Source: an optimization exercise on an open RTL-to-GDS flow (aim: small area and a short achievable clock period). Production flows keep margins and buffers that such runs may drop. The RTL was checked by simulation tests, not by an equivalence proof against the original design.

==> flow/design.v (outline; a module is shown in full before it is edited, if it fits) <==
// module runnnn_video: 200 lines
// module rom_digits: 1368 lines
// module rom_ability: 997 lines
// module rom_tile: 1089 lines
// module rom_p1: 663 lines
// module rom_p2: 789 lines
// module rom_block: 151 lines
// module rom_bcd: 466 lines
module runnnn_video (input  logic        clk,
                     input  logic        reset,
                     input  logic [31:0] p1x, p1y, p2x, p2y,
                     input  logic [7:0]  p1ab, p2ab, scene,
                     input  logic [31:0] f1, f2, tick,
                     output logic [7:0]  VGA_R, VGA_G, VGA_B,
                     output logic        VGA_HS, VGA_VS, VGA_BLANK_N, VGA_SYNC_N
                    );
  // ...
==> flow/flow/run.sh <==
#!/bin/bash
# Own layout flow: the standard ORFS flow, with the synthesis step's ABC
# mapping script replaced by an area-oriented one (and no full-adder
# extraction), and port buffers made with buf_1. All other steps are the
# standard ones. Each step's output is logged in this folder.
set -euo pipefail
W=$(pwd)
rm -rf "$W/myscripts"
cp -r "$FLOW_HOME/scripts" "$W/myscripts"
cp "$W/flow/abc_area.script" "$W/myscripts/abc_speed.script"
bash standard.sh SCRIPTS_DIR="$W/myscripts" ADDER_MAP_FILE= synth > "$W/flow_synth.log" 2>&1
bash standard.sh "BUFFER_PORTS_ARGS=-buffer_cell sky130_fd_sc_hd__buf_1" finish > "$W/flow_layout.log" 2>&1
==> flow/flow/abc_area.script <==
strash
dch -f
amap
topo
stime -c
==> flow/standard.sh <==
#!/bin/bash
# synth_recipe.tcl (not shown) runs the flow's synth.tcl, then flattens the netlist and writes it again
# the make line also repeats each setting of config.mk as NAME=value (left out here)
make -C /OpenROAD-flow-scripts/flow DESIGN_CONFIG=/design/flow/config.mk WORK_HOME=/design/flow/orfs CLKGATE_MAP_FILE= SYNTH_SCRIPT=/design/flow/synth_recipe.tcl "${@:-finish}"
==> flow/config.mk <==
export PLATFORM = sky130hd
export DESIGN_NAME = runnnn_video
export DESIGN_NICKNAME = runnnn_video
export VERILOG_FILES = /design/flow/design.v
export SDC_FILE = /design/flow/constraint.sdc
export NUM_CORES = 4
export LEC_CHECK = 0
export CAP_MARGIN = 20
export CORE_MARGIN = 2
export CORE_UTILIZATION = 40
export SLEW_MARGIN = 20
export SYNTH_MEMORY_MAX_BITS = 65536
==> flow/constraint.sdc <==
create_clock -name core_clock -period 250.0 [get_ports {clk}]
set_input_delay 50.0000 -clock core_clock [delete_from_list [all_inputs] [get_ports {clk}]]
set_output_delay 50.0000 -clock core_clock [all_outputs]
set_load 0.01 [all_outputs]
==> impl_metrics.json, run 1 <==
{
  "status": "timing/DRC/antenna clean",
  "cts_tree": "yes",
  "seq_cells": 66,
  "drive_gt1_share_pct": 3.48,
  "n_all_buffers": 312,
  "placedCellCount": 5382,
  "drt-wirelength-per-cell_um": 25.0,
  "crit_end": "VGA_B[1]",
  "wl_met1_um": 48400,
  "yosys_warnings": 1,
  "synthAdderAreaFrac_pct": 0,
  "area.sequential_um2": 1320,
  "antenna_found_initial": 9,
  "ctsHoldBuffers": 0,
  "whs_ns": 0.461,
  "synth_most_common_cell": "nor2_1",
  "drc": 0,
  "clock.fmax_mhz": 15.5,
  "grt_use_met2_pct": 66.4,
  "syn-num-nets": 4573,
  "dominantRegCellSynth": "dfxtp_1",
  "vias": 37534,
  "buffer_area_share_pct": 6.47,
  "placed_area_um2": 25000,
  "syn_avg_cell_area_um2": 5.16,
  "finalSetupViolCount": 0,
  "crit_arrival_ns": 64.57,
  "cts-root-buf": "clkbuf_16",
  "antenna_left": 0,
  "worst_hold_path.endpoint": "yq[4]",
  "path_class": "in -> reg",
  "cp_num_cells": 83,
  "crit_top_cell": "nor2_1"
}
==> run 2, diff against run 1 <==
==> flow/run.sh (new file) <==
#!/bin/bash
# synth_recipe.tcl (not shown) runs the flow's synth.tcl, then flattens the netlist and writes it again
# the make line also repeats each setting of config.mk as NAME=value (left out here)
make -C /OpenROAD-flow-scripts/flow DESIGN_CONFIG=/design/flow/config.mk WORK_HOME=/design/flow/orfs CLKGATE_MAP_FILE= SYNTH_SCRIPT=/design/flow/synth_recipe.tcl finish
removed: flow/flow/run.sh
removed: flow/flow/abc_area.script
removed: flow/standard.sh
==> run 2 against run 1 <==
Against the previous run:
- first-iteration DRC count grew 12%
- critical path depth shrank 34
- area after synthesis grew 39%
- fmax grew 0.65%
- sequential share of layout area shrank 1.3 points
- via count grew 15%
- highest routed layer unchanged
==> impl_metrics.json, run 2 <==
{
  "syn-num-nets": 5502,
  "drive_gt1_share_pct": 6.15,
  "syn_inst": 5017,
  "whs_ns": 0.539,
  "synthMuxAreaShare_pct": 1.63,
  "cts-root-buf": "clkbuf_16",
  "cp_max_fo": 44,
  "regToRegStartpoint": "h[0]",
  "place.gp.congestion": 1.07,
  "cts_num_sinks": 66,
  "crit_end": "VGA_B[1]",
  "die_x_um": 282,
  "worst_clock_skew_ns": 0.0197,
  "cap_violations": 0,
  "rsz0062_at_grt": "no",
  "stdcell_count": 5935,
  "hold_viol": 0,
  "post-route-util_pct": 44.0,
  "critPathRequiredTime_ns": 250.22,
  "hold_path_class": "reg -> reg",
  "clockBufferDepth": 2,
  "slew_headroom_pct": 13.8,
  "syn_area_um2": 31000,
  "viasPerCell": 7.28,
  "synth_most_common_cell": "nand2_1",
  "r2r_end": "VGA_G[2]",
  "syn_avg_cell_area_um2": 6.18,
  "netlist.area_leader.share_pct": 7.67,
  "synthAdderAreaFrac_pct": 10.9,
  "vias": 43208,
  "synth_compound_area_share_pct": 45.0,
  "path_buf_inv": 12,
  "rows": 102,
  "fin_setup_tns_ns": 0,
  "worstSetupStartpoint": "tick[17]",
  "yosysUniqueCellTypes": 115,
  "slew_violations": 0,
  "fillers": 8300,
  "synth.area.top_cells": "a21oi_1 7.7%, o21ai_0 7.5%, ha_1 7.3%",
  "num_io_pins": 278,
  "synthSimpleGateAreaFrac_pct": 25.9,
  "wl_um": 159000,
  "post_cts_resized": 0,
  "cp-start-kind": "primary input",
  "initial_core_util_pct": 40.2,
  "die_h_um": 282,
  "grt_pass1_wl_um": 243000,
  "fin_ws_ns": 186.10,
  "final_common_cell": "nand2_1",
  "clock.fmax_mhz": 15.6,
  "cts_tree": "yes",
  "synth_top_cell_by_area": "a21oi_1",
  "yosys_warnings": 1,
  "cp_num_cells": 49,
  "path_class": "in -> reg",
  "drt_iter0_drc": 8166,
  "ys_top_cells_by_count": "514 x nand2_1, 492 x nor2_1, 475 x a21oi_1",
  "grtUsageTotal_pct": 38.4,
  "worstMarginPinSlew_ns": 1.26,
  "synth_xor_area_share_pct": 2.85,
  "grt_max_degree": 69,
  "reg2reg_slack_ns": 239.06,
  "drt-wirelength-per-cell_um": 26.9,
  "cts_buffers": 9,
  "clk_latency_ns": 0.36,
  "r2r_cells": 34,
  "antenna_left": 0,
  "placedCellCount": 5919,
  "die_area_um2": 79700,
  "drc": 0,
  "grt_pass1_vias": 39328,
  "crit_top_cell": "inv_1",
  "synth-edff-count": 0,
  "h-tree-depth": 3,
  "dp_slack_ns": 185.94,
  "antenna_found_initial": 2,
  "slowest_stage": "a31oi_4",
  "crit_family": "compound AO/OA/AOI/OAI gates",
  "num-nets-final": 5377,
  "period_needed_ns": 63.90,
  "synth_top_family_by_area": "compound AO/OA/AOI/OAI gates",
  "dr.pass1.iters": 10,
  "reg.largest.list": "h: 10 flops, v: 10 flops",
  "ys_seq_area_share_pct": 4.26,
  "yosys_register_bits": 66,
  "dominantRegCellSynth": "dfxtp_1",
  "area_growth_pct": 9.34,
  "gr-total-overflow": 0,
  "cts_setup_buffers": 0,
  "min_period_over_period_pct": 25.6,
  "ctsHoldBuffers": 0,
  "final_cell_mix": "514 x nand2_1, 489 x nor2_1, 473 x a21oi_1, 463 x o21ai_0, 232 x inv_1",
  "crit_path_max_incr_delay_ns": 0.84,
  "clkSlewWorstSetupHoldPaths_ns": 0.05,
  "synthArstFlopShare_pct": 0,
  "hpwlAfterDp_um": 108000,
  "endpoint_kind": "flip-flop",
  "status": "timing/DRC/antenna clean",
  "io_buffers": 187,
  "finalSetupViolCount": 0,
  "crit_arrival_ns": 64.12,
  "core_area_um2": 77100
}
==> run 2: cell types whose count changed in the layout (fill, tap and decap cells not counted), sizes merged, moves of 43 or more <==
cell | previous run | this run
a21oi | 312 | 476
buf | 312 | 160
clkdlybuf4s50 | 0 | 187
clkinv | 491 | 14
fa | 0 | 55
ha | 0 | 180
inv | 0 | 243
nand2 | 409 | 515
nand3 | 52 | 188
nand4 | 10 | 53
nor2 | 1299 | 494
nor3 | 254 | 183
o211ai | 29 | 101
xnor2 | 0 | 67
==> run 2: metrics by stage <==
stage | cell area [um^2]
2_1_floorplan | 31000
3_3_place_gp | 33600
3_5_place_dp | 33600
4_1_cts | 33900
5_1_grt | 33900
6_report | 33900
==> run 2: metal layers <==
| metal | track usage [%] | vias to the layer above | part of all wire, % | routed length, um |
|---|---|---|---|---|
| met4 | 18.5 | 6 | 6.1 | 9770 |
| met5 | 0 | - | 0.057 | 91 |
| met1 | 49.4 | 19769 | 37 | 59100 |
| met3 | 11.4 | 819 | 15 | 23200 |
| li1 | - | 18854 | - | - |
| met2 | 58.3 | 3760 | 42 | 67300 |
==> run 2: worst min-delay path, stage by stage (launching register included) <==
cell     delay [ns]
dfxtp_1        0.32
nand2_1        0.06
a21oi_1        0.09
==> run 2: worst min-delay path by stage <==
| stage | start | endpoint | slack (ns) | cells after the start |
|---|---|---|---|---|
| after floorplan | xq[1] | xq[1] | 0.48 | 2 |
| after global placement | xq[1] | xq[1] | 0.52 | 2 |
| after detailed placement | xq[1] | xq[1] | 0.52 | 2 |
| after CTS | xq[1] | xq[1] | 0.53 | 2 |
| after global routing | xq[1] | xq[1] | 0.59 | 2 |
| final | xq[1] | xq[1] | 0.54 | 2 |
==> run 2: layout make-up <==
| type | instances | area (um^2) | area share, % |
|---|---|---|---|
| Multi-Input combinational cell | 4211 | 27000 | 79.6 |
| Timing Repair Buffer | 348 | 3080 | 9.08 |
| Sequential cell | 66 | 1320 | 3.90 |
| Tap cell | 1040 | 1300 | 3.84 |
| Inverter | 256 | 962 | 2.84 |
| Clock buffer | 11 | 243 | 0.716 |
| Clock inverter | 1 | 5.00 | 0.0148 |
| Antenna cell | 2 | 5.00 | 0.0148 |
==> run 2: cell families after synthesis <==
group,Yosys count
other,1
and+or+nand+nor,1733
DFF,66
buffers and inverters,740
muxes,47
adders and majority gates,236
xor gates and xnor gates,101
AOI/OAI and AO/OA,2093

-- what the ideal ports hide --
How much do the figures lean on ideal ports? The routed layouts below were timed once more, with nothing changed but the port constraints. Step 1 assumes that a clkbuf_16 drives the clock port and a buf_2 every other input. Step 2 times the ports against the registers' clock, not the clock port: input delays grow and output delays shrink by t, the midpoint of the rising clock arrivals with the driver on. Slacks: ideal / step 1 / step 2; pairs: ideal / step 1.
run	t (ns)	setup WS [ns]	hold slack, ns	cell pins on the clock port's net
run 1	0.372	185.686 / 185.704 / 185.331	0.461 / 0.461 / 0.461	1
run 2	0.396	186.098 / 186.112 / 185.717	0.539 / 0.539 / 0.539	1
After both steps setup and hold are still met in every run listed. The setup slack of run 2, which loses most, moves by +0.014 ns with the drivers and by -0.381 ns with both steps.
